Context: an optimization exercise on an open-source flow, tuned for small area. The choices shown serve that exercise and are no tape-out recipe.
In this exercise RTL edits were held to simulation tests only and were not proved equivalent to the original.
Power and IR drop assume default switching activity.

==> flow/design.v (outline; a module is shown in full before it is edited, if it fits) <==
// module ALU: 134 lines
// module cdiv125: 31 lines
// module mdarr: 1887 lines
// module RegisterFile: 29 lines
// module ControlUnit: 19 lines
// module InstructionFetch: 61 lines
// module RV32I_Processor: 61 lines
module RV32I_Processor (
    input clk,
    input reset,
    input [31:0] branch_target,
    input [31:0] jump_target,
    input interrupt_taken,
    input [31:0] interrupt_vector,
    input stall,
    input [255:0] instruction_memory_input,
    output [31:0] pc,
    output [31:0] alu_result,
    output wire [31:0] instruction,
    output reg_write,
    output [31:0] read_data1,
    output [31:0] read_data2,
    output zero,
    input [5:0] alu_control,
    output exception
);
  // ...
==> flow/flow/run.sh <==
#!/bin/bash
# Own layout flow: the standard flow (standard.sh, standard synthesis),
# except that the port buffers are sky130_fd_sc_hd__buf_1 instead of the
# default. The ORFS tools write their logs under orfs/logs/; the make output
# goes to standard.log.
set -euo pipefail
bash standard.sh "BUFFER_PORTS_ARGS=-buffer_cell sky130_fd_sc_hd__buf_1" finish > standard.log 2>&1
==> flow/standard.sh <==
#!/bin/bash
# synth_recipe.tcl (not shown) runs the flow's synth.tcl, then flattens the netlist and writes it again
# the make line also repeats each setting of config.mk as NAME=value (left out here)
make -C /OpenROAD-flow-scripts/flow DESIGN_CONFIG=/design/flow/config.mk WORK_HOME=/design/flow/orfs CLKGATE_MAP_FILE= SYNTH_SCRIPT=/design/flow/synth_recipe.tcl "${@:-finish}"
==> flow/config.mk <==
export PLATFORM = sky130hd
export DESIGN_NAME = RV32I_Processor
export DESIGN_NICKNAME = RV32I_Processor
export VERILOG_FILES = /design/flow/design.v
export SDC_FILE = /design/flow/constraint.sdc
export NUM_CORES = 8
export LEC_CHECK = 0
export ABC_AREA = 1
export CAP_MARGIN = 30
export CORE_MARGIN = 2
export CORE_UTILIZATION = 45
export CTS_BUF_LIST = sky130_fd_sc_hd__clkbuf_16
export CTS_CLUSTER_DIAMETER = 80
export CTS_CLUSTER_SIZE = 20
export PLACE_DENSITY = 0.55
export SLEW_MARGIN = 20
==> flow/constraint.sdc <==
create_clock -name core_clock -period 240.0 [get_ports {clk}]
set_input_delay 48.0000 -clock core_clock [delete_from_list [all_inputs] [get_ports {clk}]]
set_output_delay 48.0000 -clock core_clock [all_outputs]
set_load 0.01 [all_outputs]
==> notes.md, run 1 <==
status no timing/DRC/antenna violations; P_comb about 54 mW; EDFF count, synth between 1500 and 2000; Seq/total area 0.3854; hold path depth 1; reg2reg setup slack approximately 130 ns; Most flops, register RF.regs; met1 Usage GRT 0.4986; Synth Area in XOR/XNOR 0.05174; fin util 0.4808; initial DRC count around 14000; Worst Clk Skew between 0.08 and 0.09 ns; Pre-Repair DR Iteration Count 18; Routed WL about 520000 µm; Multi-input gate area ~55000 µm²; Hold EP RF.valid[4]; hpwl dp 364200 µm; DR vias 106500; Synth Area in Adders 0.02012; vias in the first global route 100500; Multi-In Gates ~9500; gr usage total 0.3905; Power Density roughly 450 nW/µm²; die height just over 500 µm; Storage cell area approximately 47000 µm²; maximum fanout along the worst path 45; Worst-Margin Slew about 1.3 ns; synth cell count leaders 3075 x nand2_1, 1722 x inv_1, 1504 x edfxtp_1; PortBufs about 520; Synth area leader edfxtp_1; Area Growth Syn to Fin 6.177%; total clock sinks approximately 1600; worst reg2reg path depth 872; WP buf/inv between 40 and 50; DR WL/cell 29.78 µm; share of power burned in registers 0.010; Logic inverters slightly below 2000; crit path from instruction_memory_input[212]; commonest non-fill, non-tap cell in the layout nand2_1
==> inputs of run 2 (changes only) <==
--- a/flow/config.mk
+++ b/flow/config.mk
@@ -10,7 +10,7 @@
 export CORE_MARGIN = 2
 export CORE_UTILIZATION = 45
 export CTS_BUF_LIST = sky130_fd_sc_hd__clkbuf_16
-export CTS_CLUSTER_DIAMETER = 80
-export CTS_CLUSTER_SIZE = 20
+export CTS_CLUSTER_DIAMETER = 100
+export CTS_CLUSTER_SIZE = 24
 export PLACE_DENSITY = 0.55
 export SLEW_MARGIN = 20
==> run 2 against run 1 <==
  * Still clean
  * Routed wire length down 0.32%
  * Setup slack better by 0.16 ns
  * Critical path depth is 1 lower
  * Synthesized cell count unchanged
  * Die area did not move
  * Count of clock-buffer cells in the layout fell by 21
  * Flip-flop and latch count did not move
  * Design area decreased by 0.65%
  * Global-route usage down 0.058 points
  * First-iteration DRC count up 1.3%
  * Core utilization shrank 0.31 points
  * Critical endpoint unchanged
==> notes.md, run 2 <==
setup violators final 0 (unchanged); RR Endpoint RF.regs[3][0] (was RF.regs[19][0]); Core ar. 254400 µm² (unchanged); pre-CTS worst setup slack 32.17 ns (unchanged); clock latency on the worst-skew pair 0.81 ns (was 0.82 ns); RSZ-0062 raised after global routing no (unchanged); worst reg2reg path depth 875 (was 872); Worst-Margin Slew 1.269 ns (was 1.262 ns); Post-CTS Setup Inserts 0 (unchanged); Max-slew headroom 0.1405 (was 0.1451); Most flops, register RF.regs (unchanged); CP most frequent cell nand3_2 (unchanged); reg2reg setup slack 125.62 ns (was 125.39 ns); Post-synth ARST share 0.04991 (unchanged); Power Clock between 150 and 200 µW; CTS tree built (unchanged); most frequent cells in the layout 3069 x nand2_1, 1733 x inv_1, 1504 x edfxtp_1, 1257 x nand3_1, 812 x nor2_1 (was 3069 x nand2_1, 1737 x inv_1, 1504 x edfxtp_1, 1257 x nand3_1, 812 x nor2_1); Clock Power Share 0.003 (about the same); ANT nets after route 0 (unchanged); fin crit period 208.34 ns (was 208.50 ns); Net Count, Synth 14220 (unchanged); Ys Warns 37 (unchanged); largest net degree at the start of global routing 204 (unchanged); CP Depth 888 (was 889); Synth cell types 106 (unchanged); commonest non-fill, non-tap cell in the layout nand2_1 (unchanged); fin util 0.4776 (was 0.4808); flip-flop count of the largest register after layout 992 (unchanged); post-synthesis sequential area ratio 0.4093 (unchanged); H-tree Lvls 3 (unchanged); sequential power 558 µW (about the same); gr usage total 0.3899 (was 0.3905); Pre-Repair DR Iteration Count 7 (was 18); Clock Path Buffers 3 (unchanged); die area 260000 µm² (unchanged); Critical Path Sink Type output port (unchanged); Multi-input gate area 55400 µm² (was 55410 µm²); Psw 35.25 mW (was 35.18 mW); layout cells sized above 1 0.1483 (was 0.1503); Initial Util 0.4528 (unchanged); Area Growth Syn to Fin 5.483% (was 6.177%); die height 509.9 µm (unchanged); cell family with most CP delay simple AND/OR/NAND/NOR gates (unchanged); EDFF count, synth 1504 (unchanged); Root Driver clkbuf_16 (unchanged); Worst EP arrival 160.34 ns (was 160.50 ns); achievable frequency 4.800 MHz (was 4.796 MHz); share of the synthesized area in the top cell type 0.3921 (unchanged); Synth area leader edfxtp_1 (unchanged); P_int 19.51 mW (was 19.52 mW); Setup TNS 0 ns (unchanged); switch share 0.6437 (was 0.6432); Lkg Pwr 51.28 nW (was 51.67 nW); Power Density 450.7 nW/µm² (was 447.3 nW/µm²); Max-Cap Viols 0 (unchanged); PortBufs 524 (unchanged); Critical Path Source Type input port (unchanged); synth cell count leaders 3075 x nand2_1, 1722 x inv_1, 1504 x edfxtp_1 (unchanged); CTS resizes 0 (unchanged); worst path required time 192.00 ns (about the same); hold path depth 1 (unchanged); Vias/cell 6.095 (was 6.089); total clock sinks 1583 (unchanged); total grt overflow 0 (unchanged); chip width 509.9 µm (unchanged); share of power burned in registers 0.010 (about the same); top-count cell post-synth nand2_1 (unchanged); Final #Nets 14580 (was 14600); hpwl dp 364200 µm (unchanged); number of synthesized register bits 1583 (unchanged); Peak VDD IR 3229 µV (was 3207 µV); crit path from instruction_memory_input[212] (unchanged); biggest regs RF.regs (992), IF.cache (512), IF.pc (32) (unchanged); first-pass GRT wire length 730400 µm (was 731900 µm); Hold EP RF.valid[4] (unchanged); ys flop type edfxtp_1 (unchanged); hold path startpoint RF.valid[4] (unchanged); Mean Syn Cell Area 8.411 µm² (unchanged); Hold-fix buffers, CTS 0 (unchanged); # IOs 525 (unchanged); Routed WL 519300 µm (was 521000 µm); CTS Buf Count 78 (was 98); P_comb 54.0 mW (about the same); Storage cell area 47140 µm² (unchanged); Slowest Stage Delay on Critical Path 0.82 ns (was 0.86 ns); RR Startpoint IF.pc[11] (unchanged); synth top area cells edfxtp_1 39%, nand2_1 10%, inv_1 5.6%, nand3_1 5.5%, nand3_2 4.5% (unchanged); setup ws final 31.66 ns (was 31.50 ns); Tcrit/Tclk final 0.8681 (was 0.8687); status no timing/DRC/antenna violations (unchanged); routability congestion estimate from global placement 1.039 (unchanged); Worst Clk Skew 0.07561 ns (was 0.08481 ns); initial antenna violation count 25 (was 19); Syn Inst Count 13700 (unchanged); critical path's slowest cell nor2_2 (unchanged); Top power group combinational cells (unchanged); Worst Hold Class flop to flop (unchanged); maximum fanout along the worst path 45 (unchanged); DR vias 106400 (was 106500); mapped cell area 115200 µm² (unchanged); classification of the worst setup path input port to output port (unchanged); Setup crit end zero (unchanged); DR WL/cell 29.74 µm (was 29.78 µm); vias in the first global route 100200 (was 100500); clock-pin slew on the worst setup and hold paths 0.10 ns (was 0.08 ns); row count 185 (unchanged); initial DRC count 14370 (was 14180); max-slew violation count 0 (unchanged); WP buf/inv 42 (was 43); DRC viols 0 (unchanged); Gate power share 0.987 (was 0.986); fill count 24760 (was 24710); endpoints failing hold 0 (unchanged)
## run 2: through the flow
| stage | std cells | cell area [µm²] | hold slack [ns] | power (mW) |
|---|---|---|---|---|
| 6_report | 17460 | 121500 | 0.4837 | 54.76 |
| 5_1_grt | 17450 | 121500 | 0.5130 | 57.95 |
| 4_1_cts | 17440 | 121400 | 0.4906 | 54.68 |
| 3_3_place_gp | 17320 | 118900 | 0.4581 | 52.98 |
| 3_5_place_dp | 17330 | 119200 | 0.4654 | 54.34 |
| 2_1_floorplan | 13700 | 115200 | 0.4376 | 54.84 |
## run 2: metal layers
metal	global-route usage	routed length, µm	up-vias
li1	-	-	46960
met1	0.5006	199000	51590
met2	0.6015	226100	6420
met3	0.07867	54280	1463
met4	0.2471	39840	10
met5	0	69	-
## run 2: cells by family after synthesis
family / share of synthesized area
buffers and inverters: 0.1170
AND/OR/NAND/NOR: 0.3023
AO/OA/AOI/OAI: 0.09967
adder cells (fa/ha/maj): 0.02012
flip-flops: 0.4093
XOR/XNOR: 0.05174
## run 2: layout make-up
class                           count  share of cell area
Sequential cell                  1583              0.3880
Inverter                         1938             0.06194
Antenna cell                       12           0.0002471
Tap cell                         3366             0.03466
Clock buffer                       78             0.01606
Multi-Input combinational cell   9547              0.4560
Clock inverter                     32            0.002317
Timing Repair Buffer              906             0.04082
==> module cdiv125, before the edit <==
module cdiv125 (
    input  [28:0] y,
    output [22:0] q
);
    wire [6:0]  r [0:29];
    wire [28:0] qq;
    assign r[29] = 7'd0;
    genvar k;
    generate
        for (k = 28; k >= 0; k = k - 1) begin : g_row
            wire [7:0] v = {r[k+1], y[k]};
            wire [6:0] c;
            wire [6:0] s;
            assign qq[k] = v[7] | (&v[6:2] & (v[1] | v[0]));
            assign s[0] = ~v[0];
            assign s[1] = ~(v[1] ^ v[0]);
            assign c[2] = v[1] | v[0];
            assign s[2] = v[2] ^ c[2];
            assign c[3] = v[2] & c[2];
            assign s[3] = v[3] ^ c[3];
            assign c[4] = v[3] & c[3];
            assign s[4] = v[4] ^ c[4];
            assign c[5] = v[4] & c[4];
            assign s[5] = v[5] ^ c[5];
            assign c[6] = v[5] & c[5];
            assign s[6] = v[6] ^ c[6];
            assign r[k] = qq[k] ? s : v[6:0];
        end
    endgenerate
    assign q = qq[22:0];
endmodule
==> inputs of run 3 (changes only) <==
--- a/flow/design.v
+++ b/flow/design.v
@@ -143,22 +143,14 @@
     generate
         for (k = 28; k >= 0; k = k - 1) begin : g_row
             wire [7:0] v = {r[k+1], y[k]};
-            wire [6:0] c;
-            wire [6:0] s;
-            assign qq[k] = v[7] | (&v[6:2] & (v[1] | v[0]));
-            assign s[0] = ~v[0];
-            assign s[1] = ~(v[1] ^ v[0]);
+            wire [6:2] c;
             assign c[2] = v[1] | v[0];
-            assign s[2] = v[2] ^ c[2];
             assign c[3] = v[2] & c[2];
-            assign s[3] = v[3] ^ c[3];
             assign c[4] = v[3] & c[3];
-            assign s[4] = v[4] ^ c[4];
             assign c[5] = v[4] & c[4];
-            assign s[5] = v[5] ^ c[5];
             assign c[6] = v[5] & c[5];
-            assign s[6] = v[6] ^ c[6];
-            assign r[k] = qq[k] ? s : v[6:0];
+            assign qq[k] = v[7] | (v[6] & c[6]);
+            assign r[k] = v[6:0] ^ ({7{qq[k]}} & {c[6:2], ~v[0], 1'b1});
         end
     endgenerate
     assign q = qq[22:0];
==> run 3 against run 2 <==
  * Still clean
  * Flip-flop and latch count stayed put
  * Register-to-register slack improved by 2.0 ns
  * Cell count is 1.7% lower
  * Worst hold slack got worse by 0.0033 ns
  * Setup slack improved by 1.2 ns
  * Core utilization is 0.13 points higher
  * Critical path type unchanged
  * Largest cell class unchanged
  * Largest power group unchanged
  * Highest routed layer unchanged
==> notes.md, run 3 <==
status no timing/DRC/antenna violations (unchanged); Clock Path Buffers 3 (unchanged); share of power burned in registers 0.039 (was 0.010); ANT nets after route 0 (unchanged); Gate power share 0.947 (was 0.987); Slowest Stage Delay on Critical Path 0.84 ns (was 0.82 ns); Setup TNS 0 ns (unchanged); total clock sinks 1583 (unchanged); number of synthesized register bits 1583 (unchanged); Initial Util 0.4524 (was 0.4528); initial DRC count 14930 (was 14370); Max-slew headroom 0.1411 (was 0.1405); most frequent cells in the layout 3238 x nand2_1, 1656 x inv_1, 1504 x edfxtp_1, 1264 x nand3_1, 812 x nor2_1 (was 3069 x nand2_1, 1733 x inv_1, 1504 x edfxtp_1, 1257 x nand3_1, 812 x nor2_1); DR vias 106800 (was 106400); achievable frequency 4.827 MHz (was 4.800 MHz); fin crit period 207.16 ns (was 208.34 ns); biggest regs RF.regs (992), IF.cache (512), IF.pc (32) (unchanged); worst reg2reg path depth 880 (was 875); first-pass GRT wire length 757600 µm (was 730400 µm); synth cell count leaders 3245 x nand2_1, 1652 x inv_1, 1504 x edfxtp_1 (was 3075 x nand2_1, 1722 x inv_1, 1504 x edfxtp_1); hold path startpoint RF.valid[25] (was RF.valid[4]); top-count cell post-synth nand2_1 (unchanged); Root Driver clkbuf_16 (unchanged); endpoints failing hold 0 (unchanged); share of the synthesized area in the top cell type 0.4019 (was 0.3921); DR WL/cell 32.00 µm (was 29.74 µm); DRC viols 0 (unchanged); chip width 503.7 µm (was 509.9 µm); Most flops, register RF.regs (unchanged); Worst Clk Skew 0.07898 ns (was 0.07561 ns); Lkg Pwr 49.37 nW (was 51.28 nW); Core ar. 248400 µm² (was 254400 µm²); layout cells sized above 1 0.1322 (was 0.1483); Area Growth Syn to Fin 5.866% (was 5.483%); WP buf/inv 37 (was 42); total grt overflow 0 (unchanged); worst path required time 192.00 ns (about the same); Ys Warns 37 (unchanged); Power Clock roughly 160 µW; Synth Area in Adders 0.01082 (was 0.02012); routability congestion estimate from global placement 1.068 (was 1.039); classification of the worst setup path input port to output port (unchanged); RSZ-0062 raised after global routing no (unchanged); Pre-Repair DR Iteration Count 6 (was 7); Critical Path Sink Type output port (unchanged); mapped cell area 112400 µm² (was 115200 µm²); Synth cell types 111 (was 106); Setup crit end zero (unchanged); die height 503.7 µm (was 509.9 µm); ys flop type edfxtp_1 (unchanged); EDFF count, synth 1504 (unchanged); CTS resizes 0 (unchanged); row count 183 (was 185); max-slew violation count 0 (unchanged); # IOs 525 (unchanged); Peak VDD IR 994.8 µV (was 3229 µV); Clock Power Share 0.014 (was 0.003); post-synthesis sequential area ratio 0.4194 (was 0.4093); setup violators final 0 (unchanged); Hold EP RF.valid[25] (was RF.valid[4]); synth top area cells edfxtp_1 40%, nand2_1 11%, nand3_1 5.6%, inv_1 5.5%, nand3_2 4.3% (was edfxtp_1 39%, nand2_1 10%, inv_1 5.6%, nand3_1 5.5%, nand3_2 4.5%); Post-CTS Setup Inserts 0 (unchanged); Top power group combinational cells (unchanged); Worst Hold Class flop to flop (unchanged); maximum fanout along the worst path 36 (was 45); gr usage total 0.4182 (was 0.3899); Power Density 101.6 nW/µm² (was 450.7 nW/µm²); critical path's slowest cell nor2_1 (was nor2_2); H-tree Lvls 3 (unchanged); Synth Area in Compound Gates 0.1035 (was 0.09967); Post-synth ARST share 0.04991 (unchanged); CP Depth 884 (was 888); Worst EP arrival 159.16 ns (was 160.34 ns); main combinational cell family by area after synthesis simple AND/OR/NAND/NOR gates (unchanged); PortBufs 524 (unchanged); simple-gate share of the synthesized area 0.3018 (was 0.3023); Worst-Margin Slew 1.288 ns (was 1.269 ns); post-synthesis mux area share 0 (unchanged); commonest non-fill, non-tap cell in the layout nand2_1 (unchanged); clock latency on the worst-skew pair 0.80 ns (was 0.81 ns); Vias/cell 6.221 (was 6.095); Syn Inst Count 13370 (was 13700); sequential power 472 µW; CTS tree built (unchanged); reg2reg setup slack 127.67 ns (was 125.62 ns); CTS Buf Count 82 (was 78); P_int 4.349 mW (was 19.51 mW); Hold-fix buffers, CTS 0 (unchanged); Net Count, Synth 13810 (was 14220); Routed WL 549500 µm (was 519300 µm); pre-CTS worst setup slack 34.56 ns (was 32.17 ns); die area 253800 µm² (was 260000 µm²); Critical Path Source Type input port (unchanged); hold path depth 2 (was 1); P_comb 11.4 mW (was 54.0 mW); RR Endpoint RF.regs[7][0] (was RF.regs[3][0]); clock-pin slew on the worst setup and hold paths 0.09 ns (was 0.10 ns); setup ws final 32.84 ns (was 31.66 ns); cell family with most CP delay simple AND/OR/NAND/NOR gates (unchanged); Synth area leader edfxtp_1 (unchanged); vias in the first global route 99350 (was 100200); Tcrit/Tclk final 0.8632 (was 0.8681); RR Startpoint IF.pc[3] (was IF.pc[11]); Synth Area in XOR/XNOR 0.05017 (was 0.05174); crit path from instruction_memory_input[116] (was instruction_memory_input[212]); Psw 7.736 mW (was 35.25 mW); switch share 0.6401 (was 0.6437); flip-flop count of the largest register after layout 992 (unchanged); Final #Nets 14220 (was 14580); CP most frequent cell nand3_2 (unchanged); hpwl dp 383700 µm (was 364200 µm); fill count 24300 (was 24760); largest net degree at the start of global routing 258 (was 204); Max-Cap Viols 0 (unchanged); Mean Syn Cell Area 8.408 µm² (was 8.411 µm²); initial antenna violation count 34 (was 25)
==> run 3: cell count changes in the layout (fill, tap and decap cells not counted), moves of 36 or more <==
cell | before | now
inv_2 | 126 | 69
nand3_2 | 515 | 479
nand2_1 | 3069 | 3238
a211oi_1 | 10 | 47
nand2_2 | 414 | 268
a22oi_1 | 9 | 47
o22ai_1 | 427 | 374
ha_1 | 134 | 46
inv_1 | 1733 | 1656
o21ai_1 | 70 | 26
==> run 3: cells by family (layout without fill, tap and decap cells) <==
group	Yosys count	count (layout)
adders and majority gates	78	78
DFF	1583	1583
buffers and inverters	2394	2842
xor gates and xnor gates	621	621
other	0	23
and+or+nand+nor	6938	6938
AOI/OAI and AO/OA	1753	1753
==> run 3: cell type report <==
type / count / area, µm² / area share
antenna: 23 / 57.56 / 0.0004837
clock buffer: 84 / 2102 / 0.01767
clock inverter: 39 / 396.6 / 0.003334
inverter: 1780 / 6749 / 0.05672
multi-input combinational: 9390 / 53180 / 0.4470
sequential: 1583 / 47140 / 0.3962
tap: 3330 / 4167 / 0.03502
timing repair buffer: 939 / 5186 / 0.04359
==> run 3: metal layers <==
| layer | global-route usage | share of wire | vias to the layer above | wire length (µm) |
|---|---|---|---|---|
| met5 | 0.003566 | 0.00045 | - | 248 |
| met4 | 0.2924 | 0.086 | 14 | 47030 |
| met3 | 0.1101 | 0.11 | 1840 | 62320 |
| met2 | 0.6309 | 0.43 | 7084 | 235200 |
| met1 | 0.5212 | 0.37 | 51620 | 204600 |
| li1 | - | - | 46240 | - |
==> run 3: per-stage QoR <==
step / util / hold WS, ns / total power [mW] / area (µm²) / cells
after floorplan: - / 0.4277 / 9.330 / 112400 / 13370
after global placement: 0.4677 / 0.4637 / 11.80 / 116200 / 17000
after detailed placement: 0.4682 / 0.4638 / 11.67 / 116300 / 17010
after CTS: 0.4783 / 0.4843 / 11.90 / 118800 / 17140
after global routing: 0.4787 / 0.5161 / 13.31 / 118900 / 17150
final: 0.4789 / 0.4805 / 12.09 / 119000 / 17170
==> inputs of run 4 (changes only) <==
--- a/flow/config.mk
+++ b/flow/config.mk
@@ -8,9 +8,9 @@
 export ABC_AREA = 1
 export CAP_MARGIN = 30
 export CORE_MARGIN = 2
-export CORE_UTILIZATION = 45
+export CORE_UTILIZATION = 55
 export CTS_BUF_LIST = sky130_fd_sc_hd__clkbuf_16
 export CTS_CLUSTER_DIAMETER = 100
 export CTS_CLUSTER_SIZE = 24
-export PLACE_DENSITY = 0.55
+export PLACE_DENSITY = 0.65
 export SLEW_MARGIN = 20
==> run 4 against run 3 <==
  * Still clean
  * Clock skew decreased by 0.0042 ns
  * Critical path depth grew 2
  * Worst hold slack improved by 0.016 ns
  * Non-clock buffer count down 49
  * Critical path type unchanged
==> notes.md, run 4 <==
status no timing/DRC/antenna violations (unchanged); Power Clock 158 µW (was 164 µW); Tcrit/Tclk final 0.8580 (was 0.8632); DR vias 107800 (was 106800); ANT nets after route 0 (unchanged); cell family with most CP delay simple AND/OR/NAND/NOR gates (unchanged); RR Endpoint RF.regs[24][0] (was RF.regs[7][0]); setup ws final 34.08 ns (was 32.84 ns); total grt overflow 0 (unchanged); gr usage total 0.4603 (was 0.4182); PortBufs 524 (unchanged); endpoints failing hold 0 (unchanged); Power Density 98.85 nW/µm² (was 101.6 nW/µm²); DR WL/cell 30.14 µm (was 32.00 µm); Hold-fix buffers, CTS 0 (unchanged); Top power group combinational cells (unchanged); max-slew violation count 0 (unchanged); CTS Buf Count 80 (was 82); synth top area cells edfxtp_1 40%, nand2_1 11%, nand3_1 5.6%, inv_1 5.5%, nand3_2 4.3% (unchanged); die height 456.0 µm (was 503.7 µm); commonest non-fill, non-tap cell in the layout nand2_1 (unchanged); ys flop type edfxtp_1 (unchanged); synth cell count leaders 3245 x nand2_1, 1652 x inv_1, 1504 x edfxtp_1 (unchanged); Worst-Margin Slew 1.145 ns (was 1.288 ns); sequential power 472 µW (about the same); Root Driver clkbuf_16 (unchanged); clock-pin slew on the worst setup and hold paths 0.09 ns (about the same); Vias/cell 6.549 (was 6.221); Worst Clk Skew 0.07482 ns (was 0.07898 ns); Initial Util 0.5544 (was 0.4524); Final Non-Filler Cells 16460 (was 17170); Syn Inst Count 13370 (unchanged); vias in the first global route 100100 (was 99350); Placement Cell Area 115100 µm² (was 116300 µm²); Critical Path Sink Type output port (unchanged); Worst Hold Class flop to flop (unchanged); H-tree Lvls 3 (unchanged); Hold EP RF.valid[17] (was RF.valid[25]); Setup crit end zero (unchanged); Slowest Stage Delay on Critical Path 0.80 ns (was 0.84 ns); hold path depth 2 (unchanged); number of synthesized register bits 1583 (unchanged); # IOs 525 (unchanged); CTS resizes 0 (unchanged); P_int 4.330 mW (was 4.349 mW); CTS tree built (unchanged); CP most frequent cell nand3_2 (unchanged); Critical Path Source Type input port (unchanged); clock latency on the worst-skew pair 0.81 ns (was 0.80 ns); Core ar. 202700 µm² (was 248400 µm²); Worst EP arrival 157.92 ns (was 159.16 ns); Synth area leader edfxtp_1 (unchanged); top-count cell post-synth nand2_1 (unchanged); share of power burned in registers 0.041 (was 0.039); initial DRC count 16810 (was 14930); Pre-Repair DR Iteration Count 10 (was 6); biggest regs RF.regs (992), IF.cache (512), IF.pc (32) (unchanged); RSZ-0062 raised after global routing no (unchanged); Cells after DPL 16310 (was 17010); hpwl dp 338100 µm (was 383700 µm); most frequent cells in the layout 3237 x nand2_1, 1659 x inv_1, 1504 x edfxtp_1, 1264 x nand3_1, 811 x nor2_1 (was 3238 x nand2_1, 1656 x inv_1, 1504 x edfxtp_1, 1264 x nand3_1, 812 x nor2_1); Peak VDD IR 1192 µV (was 994.8 µV); achievable frequency 4.856 MHz (was 4.827 MHz); Gate power share 0.946 (was 0.947); CP Depth 886 (was 884); fin area 117600 µm² (was 119000 µm²); flip-flop count of the largest register after layout 992 (unchanged); maximum fanout along the worst path 37 (was 36); Max-Cap Viols 0 (unchanged); Psw 7.291 mW (was 7.736 mW); WP buf/inv 40 (was 37); Setup TNS 0 ns (unchanged); DRC viols 0 (unchanged); Ys Warns 37 (unchanged); initial antenna violation count 35 (was 34); critical path's slowest cell nor2_2 (was nor2_1); Most flops, register RF.regs (unchanged); EDFF count, synth 1504 (unchanged); post-synthesis sequential area ratio 0.4194 (unchanged); Post-CTS Setup Inserts 0 (unchanged); Lkg Pwr 49.04 nW (was 49.37 nW); total clock sinks 1583 (unchanged); chip width 456.0 µm (was 503.7 µm); Max-slew headroom 0.2286 (was 0.1411); die area 208000 µm² (was 253800 µm²); crit path from instruction_memory_input[247] (was instruction_memory_input[116]); routability congestion estimate from global placement 1.068 (about the same); Mean Syn Cell Area 8.408 µm² (unchanged); switch share 0.6274 (was 0.6401); fin util 0.5799 (was 0.4789); share of the synthesized area in the top cell type 0.4019 (unchanged); worst path required time 192.00 ns (about the same); Clock Power Share 0.014 (about the same); Final #Nets 14170 (was 14220); mapped cell area 112400 µm² (unchanged); pre-CTS worst setup slack 35.94 ns (was 34.56 ns); layout cells sized above 1 0.1278 (was 0.1322); RR Startpoint IF.pc[2] (was IF.pc[3]); Routed WL 496000 µm (was 549500 µm); setup violators final 0 (unchanged); classification of the worst setup path input port to output port (unchanged); hold path startpoint RF.valid[17] (was RF.valid[25]); largest net degree at the start of global routing 98 (was 258); Clock Path Buffers 3 (unchanged); first-pass GRT wire length 696000 µm (was 757600 µm); reg2reg setup slack 128.80 ns (was 127.67 ns); worst reg2reg path depth 870 (was 880); P_comb 11.0 mW (was 11.4 mW); Area Growth Syn to Fin 4.605% (was 5.866%); fin crit period 205.92 ns (was 207.16 ns); row count 165 (was 183); Net Count, Synth 13810 (unchanged); Post-synth ARST share 0.04991 (unchanged); Synth cell types 111 (unchanged)
## run 4: final cells by class
cell class / instances / area (µm²)
tap: 2672 / 3343
inverter: 1780 / 6749
multi-input combinational: 9390 / 53130
sequential: 1583 / 47140
fill: 18310 / 85170
timing repair buffer: 890 / 4792
antenna: 32 / 80.08
clock buffer: 81 / 2027
clock inverter: 29 / 299.0
## run 4: stage by stage
| stage | hold slack (ns) | power (mW) |
|---|---|---|
| after floorplan | 0.4277 | 9.330 |
| after global placement | 0.4603 | 11.30 |
| after detailed placement | 0.4740 | 11.29 |
| after CTS | 0.4955 | 11.53 |
| after global routing | 0.5221 | 13.15 |
| final | 0.4965 | 11.62 |
## run 4: layer usage
layer  global-route usage  up-vias  routed length [µm]
met5              0.01056        -                 592
met4               0.3367       40               44810
met3               0.1543     2282               69190
met2               0.6854     8456              210000
met1               0.5555    50850              171400
li1                     -    46150                   -
## run 4: cells by family (layout without fill, tap and decap cells)
family | Yosys count | count (layout) | share of synthesized area
and+or+nand+nor | 6938 | 6938 | 0.3018
buffers and inverters | 2394 | 2780 | 0.1142
AOI/OAI and AO/OA | 1753 | 1753 | 0.1035
DFF | 1583 | 1583 | 0.4194
xor gates and xnor gates | 621 | 621 | 0.05017
adders and majority gates | 78 | 78 | 0.01082
other | 0 | 32 | 0
==> inputs of run 5 (changes only) <==
--- a/flow/design.v
+++ b/flow/design.v
@@ -143,14 +143,22 @@
     generate
         for (k = 28; k >= 0; k = k - 1) begin : g_row
             wire [7:0] v = {r[k+1], y[k]};
-            wire [6:2] c;
+            wire [6:0] c;
+            wire [6:0] s;
+            assign qq[k] = v[7] | (&v[6:2] & (v[1] | v[0]));
+            assign s[0] = ~v[0];
+            assign s[1] = ~(v[1] ^ v[0]);
             assign c[2] = v[1] | v[0];
+            assign s[2] = v[2] ^ c[2];
             assign c[3] = v[2] & c[2];
+            assign s[3] = v[3] ^ c[3];
             assign c[4] = v[3] & c[3];
+            assign s[4] = v[4] ^ c[4];
             assign c[5] = v[4] & c[4];
+            assign s[5] = v[5] ^ c[5];
             assign c[6] = v[5] & c[5];
-            assign qq[k] = v[7] | (v[6] & c[6]);
-            assign r[k] = v[6:0] ^ ({7{qq[k]}} & {c[6:2], ~v[0], 1'b1});
+            assign s[6] = v[6] ^ c[6];
+            assign r[k] = qq[k] ? s : v[6:0];
         end
     endgenerate
     assign q = qq[22:0];
==> flow/flow/run.sh (replaced) <==
#!/bin/bash
# Own layout flow: the standard flow (standard.sh, standard synthesis),
# with two changes:
#  - the port buffers are sky130_fd_sc_hd__buf_1 instead of the default;
#  - after global routing, ORFS's power recovery (RECOVER_POWER) downsizes
#    gates on paths with positive slack.
# The ORFS tools write their logs under orfs/logs/; the make output goes to
# standard.log.
set -euo pipefail
bash standard.sh "BUFFER_PORTS_ARGS=-buffer_cell sky130_fd_sc_hd__buf_1" \
    RECOVER_POWER=100 finish > standard.log 2>&1
--- a/flow/config.mk
+++ b/flow/config.mk
@@ -8,9 +8,9 @@
 export ABC_AREA = 1
 export CAP_MARGIN = 30
 export CORE_MARGIN = 2
-export CORE_UTILIZATION = 55
+export CORE_UTILIZATION = 45
 export CTS_BUF_LIST = sky130_fd_sc_hd__clkbuf_16
 export CTS_CLUSTER_DIAMETER = 100
 export CTS_CLUSTER_SIZE = 24
-export PLACE_DENSITY = 0.65
+export PLACE_DENSITY = 0.55
 export SLEW_MARGIN = 20
==> run 5 against run 4 <==
  * The layout now fails its checks (capacitance limit, slew limit)
  * Synthesized cell count grew 2.5%
  * Highest routed layer unchanged
  * Die area grew 25%
  * Setup slack lost 13 ns
  * Sequential power grew 22%
==> notes.md, run 5 <==
max-slew violation count 2968 (was 0); Initial Util 0.4528 (was 0.5544); vias in the first global route 100200 (was 100100); RR Startpoint IF.pc[24] (was IF.pc[2]); Slowest Stage Delay on Critical Path 2.56 ns (was 0.80 ns); classification of the worst setup path input port to asynchronous set/reset pin (was input port to output port); Clock Power Share 0.003 (was 0.014); Worst-Margin Slew 4.513 ns (was 1.145 ns); Placement Cell Area 119200 µm² (was 115100 µm²); flip-flop count of the largest register after layout 992 (unchanged); Mean Syn Cell Area 8.411 µm² (was 8.408 µm²); Worst Hold Class flop to flop (unchanged); Routed WL 519200 µm (was 496000 µm); fill count 24940 (was 18310); CP Depth 3 (was 886); WP buf/inv 3 (was 40); clock latency on the worst-skew pair 0.80 ns (was 0.81 ns); status complete, but fails checks (was no timing/DRC/antenna violations); Lkg Pwr 50.74 nW (was 49.04 nW); fin crit period 218.65 ns (was 205.92 ns); Setup crit end IF.cache_valid[13] (was zero); setup violators final 0 (unchanged); Max-Cap Viols 94 (was 0); P_int 19.37 mW (was 4.330 mW); Peak VDD IR 3200 µV (was 1192 µV); mapped cell area 115200 µm² (was 112400 µm²); DRC viols 0 (unchanged); routability congestion estimate from global placement 1.039 (was 1.068); Power Clock 154 µW (was 158 µW); die height 509.9 µm (was 456.0 µm); CTS resizes 0 (unchanged); top-count cell post-synth nand2_1 (unchanged); Hold-fix buffers, CTS 0 (unchanged); Root Driver clkbuf_16 (unchanged); row count 185 (was 165); Pre-Repair DR Iteration Count 6 (was 10); chip width 509.9 µm (was 456.0 µm); biggest regs RF.regs (992), IF.cache (512), IF.pc (32) (unchanged); total grt overflow 0 (unchanged); Vias/cell 6.084 (was 6.549); P_comb 53.5 mW (was 11.0 mW); Multi-input gate area 55060 µm² (was 53130 µm²); Core ar. 254400 µm² (was 202700 µm²); switch share 0.6430 (was 0.6274); Worst Clk Skew 0.07444 ns (was 0.07482 ns); clock-pin slew on the worst setup and hold paths 0.10 ns (was 0.09 ns); die area 260000 µm² (was 208000 µm²); reg2reg setup slack 115.25 ns (was 128.80 ns); worst path required time 240.09 ns (was 192.00 ns); DR vias 106200 (was 107800); ys flop type edfxtp_1 (unchanged); Post-CTS Setup Inserts 0 (unchanged); Setup TNS 0 ns (unchanged); hold path startpoint RF.valid[4] (was RF.valid[17]); DR WL/cell 29.73 µm (was 30.14 µm); CTS tree built (unchanged); CTS Buf Count 78 (was 80); Net Count, Synth 14220 (was 13810); hold path depth 1 (was 2); Critical Path Sink Type asynchronous set/reset pin (was output port); ANT nets after route 0 (unchanged); RSZ-0062 raised after global routing no (unchanged); Storage cell area 47140 µm² (unchanged); sequential power 578 µW (was 472 µW); initial antenna violation count 27 (was 35); Syn Inst Count 13700 (was 13370); commonest non-fill, non-tap cell in the layout nand2_1 (unchanged); crit path from reset (was instruction_memory_input[247]); share of the synthesized area in the top cell type 0.3921 (was 0.4019); first-pass GRT wire length 730400 µm (was 696000 µm); maximum fanout along the worst path 61 (was 37); Top power group combinational cells (unchanged); share of power burned in registers 0.011 (was 0.041); fin area 120700 µm² (was 117600 µm²); achievable frequency 4.574 MHz (was 4.856 MHz); Hold EP RF.valid[4] (was RF.valid[17]); EDFF count, synth 1504 (unchanged); Power Density 449.6 nW/µm² (was 98.85 nW/µm²); worst reg2reg path depth 864 (was 870); # IOs 525 (unchanged); SO Viols capacitance limit, slew limit; Ys Warns 37 (unchanged); most frequent cells in the layout 3101 x nand2_1, 1738 x inv_1, 1504 x edfxtp_1, 1264 x nand3_1, 826 x nor2_1 (was 3237 x nand2_1, 1659 x inv_1, 1504 x edfxtp_1, 1264 x nand3_1, 811 x nor2_1); total clock sinks 1583 (unchanged); critical path's slowest cell clkbuf_1 (was nor2_2); cell family with most CP delay buffers and inverters (was simple AND/OR/NAND/NOR gates); cell-by-cell trace of the critical path buf_1, clkinvlp_2, clkbuf_1; Max-slew headroom -2.041 (was 0.2286); Synth cell types 106 (was 111); Gate power share 0.987 (was 0.946); PortBufs 524 (unchanged); Critical Path Source Type input port (unchanged); post-synthesis sequential area ratio 0.4093 (was 0.4194); fin util 0.4745 (was 0.5799); H-tree Lvls 3 (unchanged); Clock Path Buffers 3 (unchanged); synth cell count leaders 3075 x nand2_1, 1722 x inv_1, 1504 x edfxtp_1 (was 3245 x nand2_1, 1652 x inv_1, 1504 x edfxtp_1); number of synthesized register bits 1583 (unchanged); hpwl dp 364200 µm (was 338100 µm); Area Growth Syn to Fin 4.793% (was 4.605%); Post-synth ARST share 0.04991 (unchanged); RR Endpoint RF.regs[12][1] (was RF.regs[24][0]); gr usage total 0.3899 (was 0.4603); Most flops, register RF.regs (unchanged); initial DRC count 14240 (was 16810); Synth area leader edfxtp_1 (unchanged); largest net degree at the start of global routing 204 (was 98); synth top area cells edfxtp_1 39%, nand2_1 10%, inv_1 5.6%, nand3_1 5.5%, nand3_2 4.5% (was edfxtp_1 40%, nand2_1 11%, nand3_1 5.6%, inv_1 5.5%, nand3_2 4.3%); Psw 34.90 mW (was 7.291 mW); layout cells sized above 1 0.1347 (was 0.1278); Final #Nets 14580 (was 14170); Tcrit/Tclk final 0.9110 (was 0.8580); Worst EP arrival 51.29 ns (was 157.92 ns); worst hold slack 0.4828 ns (was 0.4965 ns); endpoints failing hold 0 (unchanged)
[run 5: final cells by class]
type / count / area share
inverter: 1938 / 0.06235
antenna: 13 / 0.0002695
clock inverter: 32 / 0.002332
tap: 3366 / 0.03489
clock buffer: 78 / 0.01617
timing repair buffer: 906 / 0.03728
multi-input combinational: 9547 / 0.4562
sequential: 1583 / 0.3905
[run 5: metal layers]
layer | track usage | vias up | wire, µm
met5 | 0 | - | 69
met4 | 0.2471 | 10 | 39830
met3 | 0.07867 | 1441 | 55440
met2 | 0.6015 | 6443 | 225800
met1 | 0.5006 | 51390 | 198100
li1 | - | 46960 | -
[run 5: cells by family (layout without fill, tap and decap cells)]
| family | after synthesis | in the layout | share of synthesized area |
|---|---|---|---|
| buffers and inverters | 2565 | 2954 | 0.1170 |
| other | 0 | 13 | 0 |
| XOR/XNOR | 641 | 641 | 0.05174 |
| flip-flops | 1583 | 1583 | 0.4093 |
| AND/OR/NAND/NOR | 6974 | 6974 | 0.3023 |
| AO/OA/AOI/OAI | 1766 | 1766 | 0.09967 |
| adder cells (fa/ha/maj) | 166 | 166 | 0.02012 |
[run 5: stage by stage]
stage | power [mW] | worst slack (ns) | std cells
3_5_place_dp | 54.34 | 32.17 | 17330
4_1_cts | 54.68 | 31.87 | 17440
6_report | 54.27 | 21.35 | 17460
3_3_place_gp | 52.98 | 35.15 | 17320
5_1_grt | 57.62 | 10.49 | 17450
2_1_floorplan | 54.84 | 56.62 | 13700

==> port drivers added, routing unchanged <==
In the flow no input, the clock included, has a driving cell. The finished layouts below were timed again as built, in two steps.
Step 1, drivers: a clkbuf_16 drives clk and a buf_2 each remaining input, both assumed.
Step 2, shift: input delay + t, output delay - t, t = (earliest + latest rising clock arrival at the registers) / 2. This alone moves slack from input paths to output paths.
Three values: no drivers, after step 1, after step 2; two values: the first two.
| run | shift t [ns] | setup WS [ns] | worst data-port slew with drivers (ns) |
|---|---|---|---|
| run 1 | 0.878 | 31.500 / 31.469 / 31.469 | 0.08 |
| run 2 | 0.874 | 31.663 / 31.632 / 31.632 | 0.07 |
| run 3 | 0.881 | 32.842 / 32.803 / 32.803 | 0.12 |
| run 4 | 0.879 | 34.076 / 34.056 / 34.056 | 0.13 |
| run 5 | 0.873 | 21.352 / 21.320 / 21.320 | 0.07 |
The setup slack of run 3, which loses most, moves by -0.039 ns with the drivers and by -0.039 ns with both steps.
